Source: an optimization exercise on an open RTL-to-GDS flow (aim: small area). Production flows keep margins and buffers that such runs may drop. Where RTL was checked, it was by simulation tests only, not by an equivalence proof against the original. No driver is modelled on the clock port, so clocking that relies on it looks cheaper here than on a real chip. Power is estimated from default activity; no workload was simulated.

==> module clk_gen, before the edit <==
module clk_gen(
    input clk, rst,
    input [16:0] baud,
    output tx_tick, rx_tick
);
reg [13:0] tx_count;
reg [9:0] rx_count;
reg tx_ph, rx_ph;
wire c4800 = (baud == 17'd4800);
wire c14400 = (baud == 17'd14400);
wire c19200 = (baud == 17'd19200);
wire c38400 = (baud == 17'd38400);
wire c57600 = (baud == 17'd57600);
wire c115200 = (baud == 17'd115200);
wire c128000 = (baud == 17'd128000);
wire tx_wrap = (1'b1 & tx_count[3] & tx_count[5] & tx_count[6] & tx_count[8] & tx_count[11] & tx_count[13]) |
    (~c4800 & tx_count[4] & tx_count[8] & tx_count[10] & tx_count[12]) |
    (c14400 & tx_count[3] & tx_count[6] & tx_count[9] & tx_count[10] & tx_count[11]) |
    (c19200 & tx_count[2] & tx_count[5] & tx_count[6] & tx_count[7] & tx_count[9] & tx_count[11]) |
    (c38400 & tx_count[1] & tx_count[2] & tx_count[3] & tx_count[6] & tx_count[7] & tx_count[8] & tx_count[10]) |
    (c57600 & tx_count[2] & tx_count[3] & tx_count[4] & tx_count[10]) |
    (c115200 & tx_count[1] & tx_count[3] & tx_count[5] & tx_count[6] & tx_count[9]) |
    (c128000 & tx_count[6] & tx_count[9]);
wire rx_wrap = (1'b1 & rx_count[1] & rx_count[3] & rx_count[7] & rx_count[9]) |
    (~c4800 & rx_count[0] & rx_count[2] & rx_count[6] & rx_count[8]) |
    (c14400 & rx_count[3] & rx_count[4] & rx_count[6] & rx_count[7]) |
    (c19200 & rx_count[1] & rx_count[5] & rx_count[7]) |
    (c38400 & rx_count[4] & rx_count[6]) |
    (c57600 & rx_count[0] & rx_count[2] & rx_count[4] & rx_count[5]) |
    (c115200 & rx_count[1] & rx_count[3] & rx_count[4]) |
    (c128000 & rx_count[3] & rx_count[4]);
reg [14:0] tx_c;
reg [10:0] rx_c;
integer i;
always @(*) begin
    tx_c[0] = 1'b1;
    for (i = 0; i < 14; i = i + 1) tx_c[i+1] = tx_c[i] & tx_count[i];
    rx_c[0] = 1'b1;
    for (i = 0; i < 10; i = i + 1) rx_c[i+1] = rx_c[i] & rx_count[i];
end
wire [13:0] tx_inc = tx_count ^ tx_c[13:0];
wire [9:0] rx_inc = rx_count ^ rx_c[9:0];
always @(posedge clk) begin
    if (rst || tx_wrap) tx_count <= 14'd183;
    else                tx_count <= tx_inc;
    if (rst)            tx_ph <= 0;
    else if (tx_wrap)   tx_ph <= ~tx_ph;
end
always @(posedge clk) begin
    if (rst || rx_wrap) rx_count <= 10'd0;
    else                rx_count <= rx_inc;
    if (rst)            rx_ph <= 0;
    else if (rx_wrap)   rx_ph <= ~rx_ph;
end
assign tx_tick = tx_wrap && !tx_ph;
assign rx_tick = rx_wrap && !rx_ph;
endmodule
==> module uart_tx, before the edit <==
module uart_tx(
    input clk, tx_tick, tx_start,
    input rst,
    input [7:0] tx_data,
    input [3:0] length,
    input parity_type, parity_en,
    input stop2,
    output tx, tx_done
);
localparam [3:0] PAR = 4'd0, START = 4'd1, STOP1 = 4'd2, STOP2 = 4'd3,
                 DONE = 4'd4, IDLE = 4'd6;
reg [3:0] pos;
reg [7:0] tx_reg;
wire [2:0] last = {1'b1, length[3] | (length[1] & length[0]), ~length[0]};
wire is_data = pos[3];
wire is_last = is_data && pos[2:0] == last;
wire par = ^(tx_data[4:0]) ^ (tx_data[5] & (length[3] | length[1]))
         ^ (tx_data[6] & (length[3] | (length[1] & length[0])))
         ^ (tx_data[7] & length[3]) ^ ~parity_type;
always @(posedge clk) begin
    if (pos == START) tx_reg <= tx_data;
    else if (is_last) tx_reg[0] <= par;
end
always @(posedge clk) begin
    if (rst)
        pos <= IDLE;
    else if (tx_tick) begin
        if (is_data)
            pos <= is_last ? (parity_en ? PAR : STOP1) : pos + 1'b1;
        else case (pos)
            IDLE:    pos <= tx_start ? START : IDLE;
            START:   pos <= 4'd8;
            PAR:     pos <= STOP1;
            STOP1:   pos <= stop2 ? STOP2 : DONE;
            STOP2:   pos <= DONE;
            default: pos <= IDLE;
        endcase
    end
end
assign tx = (is_data || pos == PAR) ? tx_reg[pos[2:0]] : (pos != START);
assign tx_done = (pos == DONE);
endmodule
==> flow/config.mk <==
export PLATFORM = sky130hd
export DESIGN_NAME = uart_top
export DESIGN_NICKNAME = uart_top
export VERILOG_FILES = /design/flow/design.v
export SDC_FILE = /design/flow/constraint.sdc
export NUM_CORES = 4
export LEC_CHECK = 0
export CAP_MARGIN = 20
export CORE_MARGIN = 2
export CORE_UTILIZATION = 40
export PLACE_DENSITY = 0.6
export SLEW_MARGIN = 20
==> flow/constraint.sdc <==
create_clock -name core_clock -period 10.0 [get_ports {clk}]
set_input_delay 2.0000 -clock core_clock [delete_from_list [all_inputs] [get_ports {clk}]]
set_output_delay 2.0000 -clock core_clock [all_outputs]
set_load 0.01 [all_outputs]
standard.sh (not shown) runs the stock make flow with config.mk's settings and CLKGATE_MAP_FILE= SYNTH_SCRIPT=/design/flow/synth_recipe.tcl, a recipe that flattens the netlist after the stock synthesis.
==> flow/flow/run.sh <==
#!/bin/bash
# Standard layout (standard synthesis unchanged), with these changes:
#  - every input and output port still gets its own buffer, but a buf_1
#    instead of the flow's default port buffer cell;
#  - clock tree built from clkbuf_4 cells, without dummy loads; leaf
#    buffers with many flip-flops are upsized (flow/post_cts.tcl);
#  - power recovery (downsizing of gates with slack) after global routing
#    (RECOVER_POWER), followed by a repair_design pass for any slew or
#    capacitance violation it leaves (flow/post_grt.tcl).
# The make output goes to standard_flow.log; ORFS keeps each step's log
# under orfs/logs.
set -euo pipefail
HERE=$(pwd)
export BUFFER_PORTS_ARGS="-buffer_cell sky130_fd_sc_hd__buf_1"
export CTS_ARGS="-sink_clustering_enable -repair_clock_nets -buf_list sky130_fd_sc_hd__clkbuf_4 -sink_clustering_size 32 -sink_clustering_max_diameter 300 -dont_use_dummy_load"
export POST_CTS_TCL=$HERE/flow/post_cts.tcl
export RECOVER_POWER=100
export POST_GLOBAL_ROUTE_TCL=$HERE/flow/post_grt.tcl
bash standard.sh > standard_flow.log 2>&1
==> flow/flow/post_cts.tcl <==
set block [ord::get_db_block]
set big [[ord::get_db] findMaster sky130_fd_sc_hd__clkbuf_8]
foreach inst [$block getInsts] {
  if {[[$inst getMaster] getName] ne "sky130_fd_sc_hd__clkbuf_4"} { continue }
  set out [[$inst findITerm X] getNet]
  if {$out eq "NULL" || [$out getSigType] ne "CLOCK"} { continue }
  set n [llength [$out getITerms]]
  if {$n > 10} {
    puts "post_cts: [$inst getName] drives [expr {$n - 1}] pins, upsized to clkbuf_8"
    $inst swapMaster $big
  }
}
detailed_placement
==> flow/flow/post_grt.tcl <==
# Global route's power recovery (RECOVER_POWER) runs after its repair_design;
# repair any slew or capacitance violation it left, then legalize and
# update the routing of the changed nets.
global_route -start_incremental
estimate_parasitics -global_routing
repair_design -verbose
detailed_placement
global_route -end_incremental
estimate_parasitics -global_routing
report_check_types -max_slew -max_capacitance -violators
The first run ran to the end with no violations.
==> next run, changes <==
--- a/flow/design.v
+++ b/flow/design.v
@@ -12,26 +12,27 @@
 wire c19200 = (baud == 17'd19200);
 wire c38400 = (baud == 17'd38400);
 wire c57600 = (baud == 17'd57600);
 wire c115200 = (baud == 17'd115200);
 wire c128000 = (baud == 17'd128000);
-wire tx_wrap = (1'b1 & tx_count[3] & tx_count[5] & tx_count[6] & tx_count[8] & tx_count[11] & tx_count[13]) |
-    (~c4800 & tx_count[4] & tx_count[8] & tx_count[10] & tx_count[12]) |
-    (c14400 & tx_count[3] & tx_count[6] & tx_count[9] & tx_count[10] & tx_count[11]) |
-    (c19200 & tx_count[2] & tx_count[5] & tx_count[6] & tx_count[7] & tx_count[9] & tx_count[11]) |
-    (c38400 & tx_count[1] & tx_count[2] & tx_count[3] & tx_count[6] & tx_count[7] & tx_count[8] & tx_count[10]) |
-    (c57600 & tx_count[2] & tx_count[3] & tx_count[4] & tx_count[10]) |
-    (c115200 & tx_count[1] & tx_count[3] & tx_count[5] & tx_count[6] & tx_count[9]) |
-    (c128000 & tx_count[6] & tx_count[9]);
-wire rx_wrap = (1'b1 & rx_count[1] & rx_count[3] & rx_count[7] & rx_count[9]) |
-    (~c4800 & rx_count[0] & rx_count[2] & rx_count[6] & rx_count[8]) |
-    (c14400 & rx_count[3] & rx_count[4] & rx_count[6] & rx_count[7]) |
-    (c19200 & rx_count[1] & rx_count[5] & rx_count[7]) |
-    (c38400 & rx_count[4] & rx_count[6]) |
-    (c57600 & rx_count[0] & rx_count[2] & rx_count[4] & rx_count[5]) |
-    (c115200 & rx_count[1] & rx_count[3] & rx_count[4]) |
-    (c128000 & rx_count[3] & rx_count[4]);
+wire c9600 = ~(c4800 | c14400 | c19200 | c38400 | c57600 | c115200 | c128000);
+wire tx_wrap = (c4800 & tx_count[6] & tx_count[7] & tx_count[11] & tx_count[13]) |
+    (c9600 & tx_count[3] & tx_count[5] & tx_count[6] & tx_count[10] & tx_count[12]) |
+    (c14400 & tx_count[5] & tx_count[7] & tx_count[8] & tx_count[10] & tx_count[11]) |
+    (c19200 & tx_count[2] & tx_count[3] & tx_count[4] & tx_count[5] & tx_count[9] & tx_count[11]) |
+    (c38400 & tx_count[1] & tx_count[2] & tx_count[5] & tx_count[8] & tx_count[10]) |
+    (c57600 & tx_count[2] & tx_count[4] & tx_count[5] & tx_count[6] & tx_count[8] & tx_count[9]) |
+    (c115200 & tx_count[1] & tx_count[6] & tx_count[7] & tx_count[8]) |
+    (c128000 & tx_count[3] & tx_count[4] & tx_count[7] & tx_count[8]);
+wire rx_wrap = (c4800 & rx_count[1] & rx_count[3] & rx_count[4] & rx_count[7] & rx_count[9]) |
+    (c9600 & rx_count[0] & rx_count[2] & rx_count[4] & rx_count[6] & rx_count[8]) |
+    (c14400 & rx_count[3] & rx_count[5] & rx_count[6] & rx_count[7]) |
+    (c19200 & rx_count[1] & rx_count[4] & rx_count[5] & rx_count[7]) |
+    (c38400 & rx_count[5] & rx_count[6]) |
+    (c57600 & rx_count[0] & rx_count[2] & rx_count[6]) |
+    (c115200 & rx_count[1] & rx_count[3] & rx_count[5]) |
+    (c128000 & rx_count[3] & rx_count[5]);
 reg [14:0] tx_c;
 reg [10:0] rx_c;
 integer i;
 always @(*) begin
     tx_c[0] = 1'b1;
@@ -40,17 +41,17 @@
     for (i = 0; i < 10; i = i + 1) rx_c[i+1] = rx_c[i] & rx_count[i];
 end
 wire [13:0] tx_inc = tx_count ^ tx_c[13:0];
 wire [9:0] rx_inc = rx_count ^ rx_c[9:0];
 always @(posedge clk) begin
-    if (rst || tx_wrap) tx_count <= 14'd183;
+    if (rst || tx_wrap) tx_count <= 14'd15;
     else                tx_count <= tx_inc;
     if (rst)            tx_ph <= 0;
     else if (tx_wrap)   tx_ph <= ~tx_ph;
 end
 always @(posedge clk) begin
-    if (rst || rx_wrap) rx_count <= 10'd0;
+    if (rst || rx_wrap) rx_count <= 10'd16;
     else                rx_count <= rx_inc;
     if (rst)            rx_ph <= 0;
     else if (rx_wrap)   rx_ph <= ~rx_ph;
 end
 assign tx_tick = tx_wrap && !tx_ph;
@@ -64,12 +65,12 @@
     input [3:0] length,
     input parity_type, parity_en,
     input stop2,
     output tx, tx_done
 );
-localparam [3:0] PAR = 4'd0, START = 4'd1, STOP1 = 4'd2, STOP2 = 4'd3,
-                 DONE = 4'd4, IDLE = 4'd6;
+localparam [3:0] IDLE = 4'd0, START = 4'd1, PAR = 4'd2, STOP1 = 4'd3,
+                 STOP2 = 4'd4, DONE = 4'd5;
 reg [3:0] pos;
 reg [7:0] tx_reg;
 wire [2:0] last = {1'b1, length[3] | (length[1] & length[0]), ~length[0]};
 wire is_data = pos[3];
 wire is_last = is_data && pos[2:0] == last;
@@ -94,11 +95,13 @@
             STOP2:   pos <= DONE;
             default: pos <= IDLE;
         endcase
     end
 end
-assign tx = (is_data || pos == PAR) ? tx_reg[pos[2:0]] : (pos != START);
+assign tx = is_data ? tx_reg[pos[2:0]] :
+            (pos == START) ? 1'b0 :
+            (pos == PAR) ? tx_reg[0] : 1'b1;
 assign tx_done = (pos == DONE);
 endmodule
 `timescale 1ns / 1ps
 module uart_rx(
     input clk, rx_tick, rx_start,
=> Non-clock buffer count goes down by 2. Clock power goes up by about 6%. Worst setup slack gains 0.12 ns. Power goes up by 0.92%. Via count goes up by 0.62%. Area after synthesis goes up by 0.88%. Final cell count goes up by 0.98%. Core utilization goes up by 0.27 points. Wire length goes down by 3.8%. Maximum frequency goes up by 2.6%. Clock skew goes down by 0.0093 ns. Critical path depth goes up by 1. Count of clock-buffer cells in the layout does not change. Worst hold slack loses 0.013 ns.
No functional check of the RTL was part of the first run of this note.

==> afterwards: timing with drivers on the ports <==
In the flow no input, the clock included, has a driving cell. The finished layouts below were timed again as built, in two steps.
Step 1 assumes that a clkbuf_16 drives the clock port and a buf_2 every other input.
Step 2 also shifts input and output timing later by t, the mid clock arrival at the registers, as if the neighbouring blocks saw the same clock.
Three values: ideal ports, drivers, drivers and shift; two values: the first two.
run | t (ns) | setup WS [ns] | slew at the worst register clock pin (ns) | cell pins on the clock port's net
the first run | 0.407 | 5.196 / 5.201 / 4.794 | 0.11 / 0.11 | 1
the second run | 0.417 | 5.320 / 5.325 / 4.908 | 0.10 / 0.10 | 1
After both steps every run listed still meets setup and hold. For the second run, which loses most, drivers alone change the setup slack by +0.005 ns; drivers and shift together by -0.412 ns.
